Context: an optimization exercise on an open-source flow, tuned for small area. The choices shown serve that exercise and are no tape-out recipe. Function was checked by simulation only, so behaviour that the tests miss may differ from the original. No activity file was given, so power comes from the tool's default toggle rates. No driver is modelled on the clock port, so clocking that relies on it looks cheaper here than on a real chip.

## north
==> flow/design.v (excerpt) <==
module trapezoidal_filter
(
	input SYS_CLK ,
	input RESET_N ,
	input signed [13:0] DATA_IN ,
	output signed [13:0] DATA_OUT ,
	output OVERFLOW
) ;
	localparam HD = 377;	 
	localparam SD = 27;	 
	reg [8:0] n;
	always @(negedge RESET_N or posedge SYS_CLK)
		if (!RESET_N) n <= 9'd0;
		else if (n != HD) n <= n + 9'd1;
	reg [13:0] H [0:HD-1];
	integer i;
	always @(posedge SYS_CLK) begin
		H[0] <= DATA_IN;
		for (i = 1; i < HD; i = i + 1) H[i] <= H[i-1];
	end
	wire signed [13:0] xa = (n >= 9'd5)   ? H[4]    : 14'sd0;
	wire signed [13:0] xb = (n == HD)     ? H[HD-1] : 14'sd0;
	wire signed [24:0] pa = (xa <<< 10) - (xa <<< 5) - (xa <<< 3) - xa + (xa[13] ? 25'sd0 : 25'sd63);
export LEC_CHECK = 0
export ABC_AREA = 1
export CAP_MARGIN = 20
export CORE_MARGIN = 2
export CORE_UTILIZATION = 60
export SLEW_MARGIN = 20
create_clock -name core_clock -period 10.0 [get_ports {SYS_CLK}]
standard.sh (not shown) runs the stock make flow with config.mk's settings and CLKGATE_MAP_FILE= SYNTH_SCRIPT=/design/flow/synth_recipe.tcl, a recipe that flattens the netlist after the stock synthesis.
==> flow/flow/run.sh <==
#!/bin/bash
set -euo pipefail
export CTS_ARGS="-sink_clustering_enable -repair_clock_nets -buf_list sky130_fd_sc_hd__clkbuf_16 -root_buf sky130_fd_sc_hd__clkbuf_16 -sink_clustering_buffer sky130_fd_sc_hd__clkbuf_16 -dont_use_dummy_load -sink_clustering_size 30 -sink_clustering_max_diameter 60"
bash standard.sh > flow_make.log 2>&1
north completed end to end with timing, DRC and antenna clean.
Input-level comparison between south and north:
- ABC_AREA: 1 -> unset
- CORE_UTILIZATION: 60 -> 50
==> flow/run.sh (new file) <==
#!/bin/bash
# synth_recipe.tcl (not shown) runs the flow's synth.tcl, then flattens the netlist and writes it again
# the make line also repeats each setting of config.mk as NAME=value (left out here)
make -C /OpenROAD-flow-scripts/flow DESIGN_CONFIG=/design/flow/config.mk WORK_HOME=/design/flow/orfs CLKGATE_MAP_FILE= SYNTH_SCRIPT=/design/flow/synth_recipe.tcl finish
removed: flow/flow/run.sh
removed: flow/standard.sh
Findings:
Simple-gate portion of the synthesized area (lower): south
For buffer share of cell area, south and north come out practically identical.
The run showing the greater total design power is south.
Compared with north, south shows a summed area of non-filler cells in the final layout that is 8.2% higher.
Vias: south above north
Relative to north, the final standard cell count with taps included and fillers excluded measured on south has increased by a little under 10%.
Looking at number of global-route vias before repair, south sits 2,303 above north.

========
Another version of the RTL of trapezoidal_filter (not shown whole).
Size: about 6400 cells after synthesis, ~5800 flip-flops, about 31 I/O pins.
Settings: LEC_CHECK=0, CAP_MARGIN=20, CORE_MARGIN=2, CORE_UTILIZATION=60, SLEW_MARGIN=20, DONT_USE_CELLS=sky130_fd_sc_hd__ha_1; clock period 10.0 ns.
==> flow/flow/run.sh <==
#!/bin/bash
set -euo pipefail
export CTS_ARGS="-sink_clustering_enable -repair_clock_nets -buf_list sky130_fd_sc_hd__clkbuf_4 -root_buf sky130_fd_sc_hd__clkbuf_16 -sink_clustering_buffer sky130_fd_sc_hd__buf_12 -dont_use_dummy_load -sink_clustering_size 32 -sink_clustering_max_diameter 70"
export BUFFER_PORTS_ARGS="-buffer_cell sky130_fd_sc_hd__buf_1"
export SYNTH_ARGS="-noabc"
echo "export DONT_USE_CELLS = sky130_fd_sc_hd__ha_1" >> config.mk
bash standard.sh > flow_make.log 2>&1
The baseline went through all stages and came out clean.
Change:
--- a/flow/flow/run.sh
+++ b/flow/flow/run.sh
@@ -6 +5,0 @@
-echo "export DONT_USE_CELLS = sky130_fd_sc_hd__ha_1" >> config.mk
--- a/flow/config.mk
+++ b/flow/config.mk
@@ -12 +11,0 @@
-export DONT_USE_CELLS = sky130_fd_sc_hd__ha_1
Effect: Sequential power stays flat. Via count stays flat. Routed wire length drops by about 1.4%. Setup slack loses 0.18 ns. Non-clock buffer count does not change. Maximum frequency drops by about 2%.
Change:
==> flow/flow/run.sh (replaced) <==
#!/bin/bash
set -euo pipefail
export CTS_ARGS="-sink_clustering_enable -repair_clock_nets -buf_list sky130_fd_sc_hd__clkbuf_16 -root_buf sky130_fd_sc_hd__clkbuf_16 -sink_clustering_buffer sky130_fd_sc_hd__clkbuf_16 -dont_use_dummy_load -sink_clustering_size 35 -sink_clustering_max_diameter 70"
bash standard.sh > flow_make.log 2>&1
Effect:
- final area goes up by 1.3%
- register-to-register slack improved by 0.81 ns
- fmax came out higher by 11%
- area after synthesis climbs by 0.36%
- die area increases by 0.36%
- final cell count climbs by 1.3%
- sequential share of layout area drops by 1.1 points
- sequential power barely changes
- flip-flop and latch count does not change

========
== rev 12 ==
trapezoidal_filter again, from the RTL that the note above started with.
clock: 10.0 ns
lec_check: 0
cap_margin: 20
core_margin: 2
core_utilization: 60
slew_margin: 20
==> flow/flow/run.sh <==
#!/bin/bash
set -euo pipefail
export CTS_ARGS="-sink_clustering_enable -repair_clock_nets -buf_list sky130_fd_sc_hd__clkbuf_4 -root_buf sky130_fd_sc_hd__clkbuf_16 -sink_clustering_buffer sky130_fd_sc_hd__clkbuf_16 -dont_use_dummy_load -sink_clustering_size 35 -sink_clustering_max_diameter 70"
export BUFFER_PORTS_ARGS="-buffer_cell sky130_fd_sc_hd__buf_1"
export SYNTH_ARGS="-noabc"
bash standard.sh > flow_make.log 2>&1
The inputs of rev 13 differ from those of rev 12 as listed below.
==> flow/flow/run.sh <==
#!/bin/bash
set -euo pipefail
export CTS_ARGS="-sink_clustering_enable -repair_clock_nets -buf_list sky130_fd_sc_hd__clkbuf_16 -root_buf sky130_fd_sc_hd__clkbuf_16 -sink_clustering_buffer sky130_fd_sc_hd__clkbuf_16 -dont_use_dummy_load -sink_clustering_size 35 -sink_clustering_max_diameter 70"
export BUFFER_PORTS_ARGS="-buffer_cell sky130_fd_sc_hd__buf_1"
bash standard.sh > flow_make.log 2>&1
Notes after the runs:
When rev 13 is set beside rev 12, its number of nets in the final layout turns out to be 117 larger.
Rev 13 against rev 12: global-route total usage across every layer shows no meaningful change; register-to-register slack increased by 0.78 ns relative to the old numbers; number of antenna violations at the first check in global routing shows an increase of 3; site row count now sits higher; maximum clock frequency went up.
[rev 13 vs rev 12] buffer count excluding the clock tree in the final layout: lower in rev 13
Delta (rev 13 minus rev 12): total power draw grew by 1.4%, final area has increased.

========
trapezoidal_filter again, from the RTL that the note above started with.
export LEC_CHECK = 0
export CAP_MARGIN = 20
export CORE_MARGIN = 2
export CORE_UTILIZATION = 60
export SLEW_MARGIN = 20
export DONT_USE_CELLS = sky130_fd_sc_hd__ha_1
create_clock -name core_clock -period 10.0 [get_ports {SYS_CLK}]
==> flow/flow/run.sh <==
#!/bin/bash
set -euo pipefail
export CTS_ARGS="-sink_clustering_enable -repair_clock_nets -buf_list sky130_fd_sc_hd__clkbuf_4 -root_buf sky130_fd_sc_hd__clkbuf_16 -sink_clustering_buffer sky130_fd_sc_hd__buf_12 -dont_use_dummy_load -sink_clustering_size 34 -sink_clustering_max_diameter 70"
export BUFFER_PORTS_ARGS="-buffer_cell sky130_fd_sc_hd__buf_1"
export SYNTH_ARGS="-noabc"
echo "export DONT_USE_CELLS = sky130_fd_sc_hd__ha_1" >> config.mk
bash standard.sh > flow_make.log 2>&1
The starting point passed the timing, design-rule and antenna checks.
Edit:
==> flow/flow/run.sh (replaced) <==
#!/bin/bash
set -euo pipefail
export CTS_ARGS="-sink_clustering_enable -repair_clock_nets -buf_list sky130_fd_sc_hd__clkbuf_16 -root_buf sky130_fd_sc_hd__clkbuf_16 -sink_clustering_buffer sky130_fd_sc_hd__clkbuf_16 -dont_use_dummy_load -sink_clustering_size 35 -sink_clustering_max_diameter 70"
export BUFFER_PORTS_ARGS="-buffer_cell sky130_fd_sc_hd__buf_1"
export SYNTH_ARGS="-noabc"
bash standard.sh > flow_make.log 2>&1
--- a/flow/config.mk
+++ b/flow/config.mk
@@ -12 +11,0 @@
-export DONT_USE_CELLS = sky130_fd_sc_hd__ha_1
What happened: Routed wire length falls slightly; die area is about the same; area after synthesis barely changes.

==> afterwards: timing with drivers on the ports <==
The results above use ideal ports. As a check the final layouts listed here were re-extracted and re-timed, cells and wires unchanged.
Step 1: set_driving_cell puts a clkbuf_16 on SYS_CLK and a buf_2 on each other input, an assumption about the parent block.
Step 2 adds t to the input delays and takes it off the output delays; t is the mean of the earliest and latest rising clock arrival at the registers after step 1. Input paths then give back, and output paths get back, about the clock's delay inside the block.
Three values: ideal, step 1, step 2; two values: the first two.
run	t (ns)	setup WS [ns]	worst setup path after step 2	worst register clock-pin slew, ns
north	0.894	3.206 / 3.206 / 3.206	register to register	0.11 / 0.11
south	0.991	1.765 / 1.765 / 1.765	register to register	0.07 / 0.07
the first run of note 2	1.013	1.751 / 1.751 / 1.751	register to register	0.12 / 0.12
the second run of note 2	1.058	1.575 / 1.575 / 1.575	register to register	0.12 / 0.12
the third run of note 2	0.865	2.388 / 2.388 / 2.388	register to register	0.12 / 0.12
rev 12	1.041	1.561 / 1.561 / 1.561	register to register	0.12 / 0.12
rev 13	0.873	2.340 / 2.340 / 2.340	register to register	0.12 / 0.12
the first run of note 4	1.013	1.809 / 1.809 / 1.809	register to register	0.12 / 0.12
the second run of note 4	0.875	1.572 / 1.572 / 1.572	register to register	0.12 / 0.12
After both steps every run listed still meets setup and hold.
